What follows belongs to an exercise in optimizing a design on an open flow for small area; a production flow would make more cautious choices.
In this exercise RTL edits were held to simulation tests only and were not proved equivalent to the original.
Power is estimated from default activity; no workload was simulated.

==> v22: inputs <==
// mcd212
module mcd212 (
    input clk,
    input reset,
    input [22:1] cpu_address,
    input [15:0] cpu_din,
    output bit [15:0] cpu_dout,
    input cpu_uds,
    input cpu_lds,
    input cpu_write_strobe,
    output bit cpu_bus_ack,
    input cs,
    output     [7:0] r,
    output     [7:0] g,
    output     [7:0] b,
    output           hsync,
    output           vsync,
    output bit       hblank,
    output           vblank,
    output bit [24:0] sdram_addr,
    output bit        sdram_rd,
    output bit        sdram_wr,
    output bit        sdram_word,
    output bit [15:0] sdram_din,
    input      [15:0] sdram_dout,
    input             sdram_busy,
    output bit        sdram_burst,
    output bit        sdram_refresh,
    input             sdram_burstdata_valid,
    output irq
);
make LEC_CHECK=0 CAP_MARGIN=20 CORE_MARGIN=2 CORE_UTILIZATION=65 CTS_BUF_LIST='sky130_fd_sc_hd__clkbuf_8 sky130_fd_sc_hd__clkbuf_16' CTS_CLUSTER_DIAMETER=80 CTS_CLUSTER_SIZE=25 GPL_TIMING_DRIVEN=0 PLACE_DENSITY=0.75 SLEW_MARGIN=20 SYNTH_HIERARCHICAL=1 SYNTH_MEMORY_MAX_BITS=8192 SYNTH_MINIMUM_KEEP_SIZE=0 finish   # period 15.0 ns
run.sh (not shown) runs the stock make flow with config.mk's settings and CLKGATE_MAP_FILE= SYNTH_SCRIPT=/design/flow/synth_recipe.tcl, a recipe that flattens the netlist after the stock synthesis.
==> v12 (differences from v22) <==
==> flow/flow/run.sh (new file) <==
#!/bin/bash
# Layout: the standard flow (standard.sh, all of synthesis to the final
# layout), with two changes made through ORFS's own variables:
#  - the input and output ports get the smallest buffer cell, buf_1;
#  - the resizer's first repair pass (after global placement) does not use
#    buffers larger than buf_6 (see pre_resize.tcl).
# The full output of the flow goes to standard.log in the work folder; ORFS's
# per-step logs are under orfs/logs/.
set -euo pipefail
work=$(pwd)
flowdir=$(cd "$(dirname "${BASH_SOURCE[0]}")" && pwd)
export BUFFER_PORTS_ARGS="-buffer_cell sky130_fd_sc_hd__buf_1"
export PRE_RESIZE_TCL="$flowdir/pre_resize.tcl"
bash "$work/standard.sh" > "$work/standard.log" 2>&1
==> flow/flow/pre_resize.tcl (new file) <==
# Sourced before the resizer's first repair pass (ORFS hook PRE_RESIZE_TCL):
# repair long and high-fanout nets with buffers of at most x6 drive, rather
# than the x8 to x16 buffers it otherwise picks for them.
set_dont_use {sky130_fd_sc_hd__buf_8 sky130_fd_sc_hd__buf_12 sky130_fd_sc_hd__buf_16}
==> flow/standard.sh (new file) <==
#!/bin/bash
# synth_recipe.tcl (not shown) runs the flow's synth.tcl, then flattens the netlist and writes it again
# the make line also repeats each setting of config.mk as NAME=value (left out here)
make -C /OpenROAD-flow-scripts/flow DESIGN_CONFIG=/design/flow/config.mk WORK_HOME=/design/flow/orfs CLKGATE_MAP_FILE= SYNTH_SCRIPT=/design/flow/synth_recipe.tcl "${@:-finish}"
removed: flow/run.sh
==> v13 (differences from v22) <==
==> flow/flow/run.sh (new file) <==
#!/bin/bash
# Layout: the standard flow (standard.sh, all of synthesis to the final
# layout), with two changes made through ORFS's own variables:
#  - the input and output ports get the smallest buffer cell, buf_1;
#  - the resizer's first repair pass (after global placement) does not use
#    buffers larger than buf_6 (see pre_resize.tcl).
# The full output of the flow goes to standard.log in the work folder; ORFS's
# per-step logs are under orfs/logs/.
set -euo pipefail
work=$(pwd)
flowdir=$(cd "$(dirname "${BASH_SOURCE[0]}")" && pwd)
export BUFFER_PORTS_ARGS="-buffer_cell sky130_fd_sc_hd__buf_1"
export PRE_RESIZE_TCL="$flowdir/pre_resize.tcl"
bash "$work/standard.sh" > "$work/standard.log" 2>&1
==> flow/flow/pre_resize.tcl (new file) <==
# Sourced before the resizer's first repair pass (ORFS hook PRE_RESIZE_TCL):
# repair long and high-fanout nets with buffers of at most x6 drive, rather
# than the x8 to x16 buffers it otherwise picks for them.
set_dont_use {sky130_fd_sc_hd__buf_8 sky130_fd_sc_hd__buf_12 sky130_fd_sc_hd__buf_16}
==> flow/standard.sh (new file) <==
#!/bin/bash
# synth_recipe.tcl (not shown) runs the flow's synth.tcl, then flattens the netlist and writes it again
# the make line also repeats each setting of config.mk as NAME=value (left out here)
make -C /OpenROAD-flow-scripts/flow DESIGN_CONFIG=/design/flow/config.mk WORK_HOME=/design/flow/orfs CLKGATE_MAP_FILE= SYNTH_SCRIPT=/design/flow/synth_recipe.tcl "${@:-finish}"
--- a/flow/config.mk
+++ b/flow/config.mk
@@ -12,3 +12,3 @@
 export CTS_CLUSTER_DIAMETER = 80
-export CTS_CLUSTER_SIZE = 25
+export CTS_CLUSTER_SIZE = 27
 export GPL_TIMING_DRIVEN = 0
removed: flow/run.sh
==> flow_summary_export.csv <==
group,metric,value,unit
worst_setup_path,startpoint,"weight_b[3]",
detailed_routing,drt-met1-wl,235000,um
power_and_ir_drop,pwr-share-clk,33.4,%
place,place_area,195000,sq um
global_routing,grt.met3_usage,10.3,%
finish,layout.cells.non_filler,19900,
worst_setup_path,r2r-end,"clut_out0[17]",
global_routing,track_usage,40.4,%
place,hpwl,411000,um
detailed_routing,first_iter_violations,26200,
power_and_ir_drop,seq_power_share,66.1,%
power_and_ir_drop,internal_power,18400,uW
power_and_ir_drop,comb_power_share,0.4,%
timing,finalHoldWorstSlack,269,ps
detailed_routing,drt-vias-per-instance,7.38,
worst_setup_path,reg2reg_slack,8620,ps
detailed_routing,wl_per_cell,30.6,um
place,dp_slack,5050,ps
finish,nonClkBufAreaFrac,2.72,%
status,status,"complete, no violations",
The numbers above come from v13.

==> flow_summary_export.csv <==
group,metric,value,unit
place,place_area,198000,sq um
logic_synthesis,synth-xor-area-share,1.60,%
power_and_ir_drop,seq_power_share,64.6,%
power_and_ir_drop,internal_power,18900,uW
worst_setup_path,reg2reg_slack,8720,ps
power_and_ir_drop,comb_power_share,0.5,%
global_routing,grt.met3_usage,10.6,%
detailed_routing,drt-vias-per-instance,7.41,
logic_synthesis,yosysTopAreaCell,"dfxtp_1",
finish,layout.cells.non_filler,20000,
detailed_routing,drc,0,
power_and_ir_drop,p_per_area,115,nW/um^2
timing,hold_viol,0,
worst_setup_path,startpoint,"weight_a[3]",
power_and_ir_drop,pwr-share-clk,34.9,%
finish,nonClkBufAreaFrac,4.59,%
place,hpwl,419000,um
global_routing,track_usage,40.9,%
detailed_routing,drt-met1-wl,234000,um
status,status,"complete, no violations",
The numbers above come from v22.

==> flow_summary_export.csv <==
group,metric,value,unit
power_and_ir_drop,comb_power_share,0.4,%
place,dp_slack,5050,ps
detailed_routing,first_iter_violations,26600,
place,place_area,195000,sq um
status,status,"failed layout checks",
detailed_routing,wl_per_cell,30.6,um
power_and_ir_drop,internal_power,18900,uW
detailed_routing,drt-vias-per-instance,7.37,
detailed_routing,drtAntennaViolNets,1,
status,so_faults,"antenna violations",
finish,layout.cells.non_filler,20000,
worst_setup_path,r2r-end,"clut_out0[17]",
place,hpwl,411000,um
global_routing,grt.met3_usage,10.4,%
detailed_routing,drt-met1-wl,234000,um
finish,nonClkBufAreaFrac,2.71,%
worst_setup_path,startpoint,"weight_b[3]",
The numbers above come from v12.

-- separate check: timing with driven ports --
How much do the figures lean on ideal ports? The routed layouts below were timed once more, with nothing changed but the port constraints.
Step 1 assumes that a clkbuf_16 drives the clock port and a buf_2 every other input.
Step 2 times the ports against the registers' clock, not the clock port: input delays grow and output delays shrink by t, the midpoint of the rising clock arrivals with the driver on.
Three values: no drivers, after step 1, after step 2; two values: the first two.
run | shift t [ns] | setup slack, ns | hold slack, ns | worst setup path at the end | cell pins on the clock port's net
v22 | 1.036 | 3.554 / 3.450 / 4.487 | 0.322 / 0.322 / 0.322 | register to output | 1
v12 | 1.048 | 4.016 / 3.909 / 4.957 | 0.299 / 0.299 / 0.299 | register to output | 1
v13 | 1.073 | 3.886 / 3.797 / 4.869 | 0.269 / 0.269 / 0.269 | register to output | 1
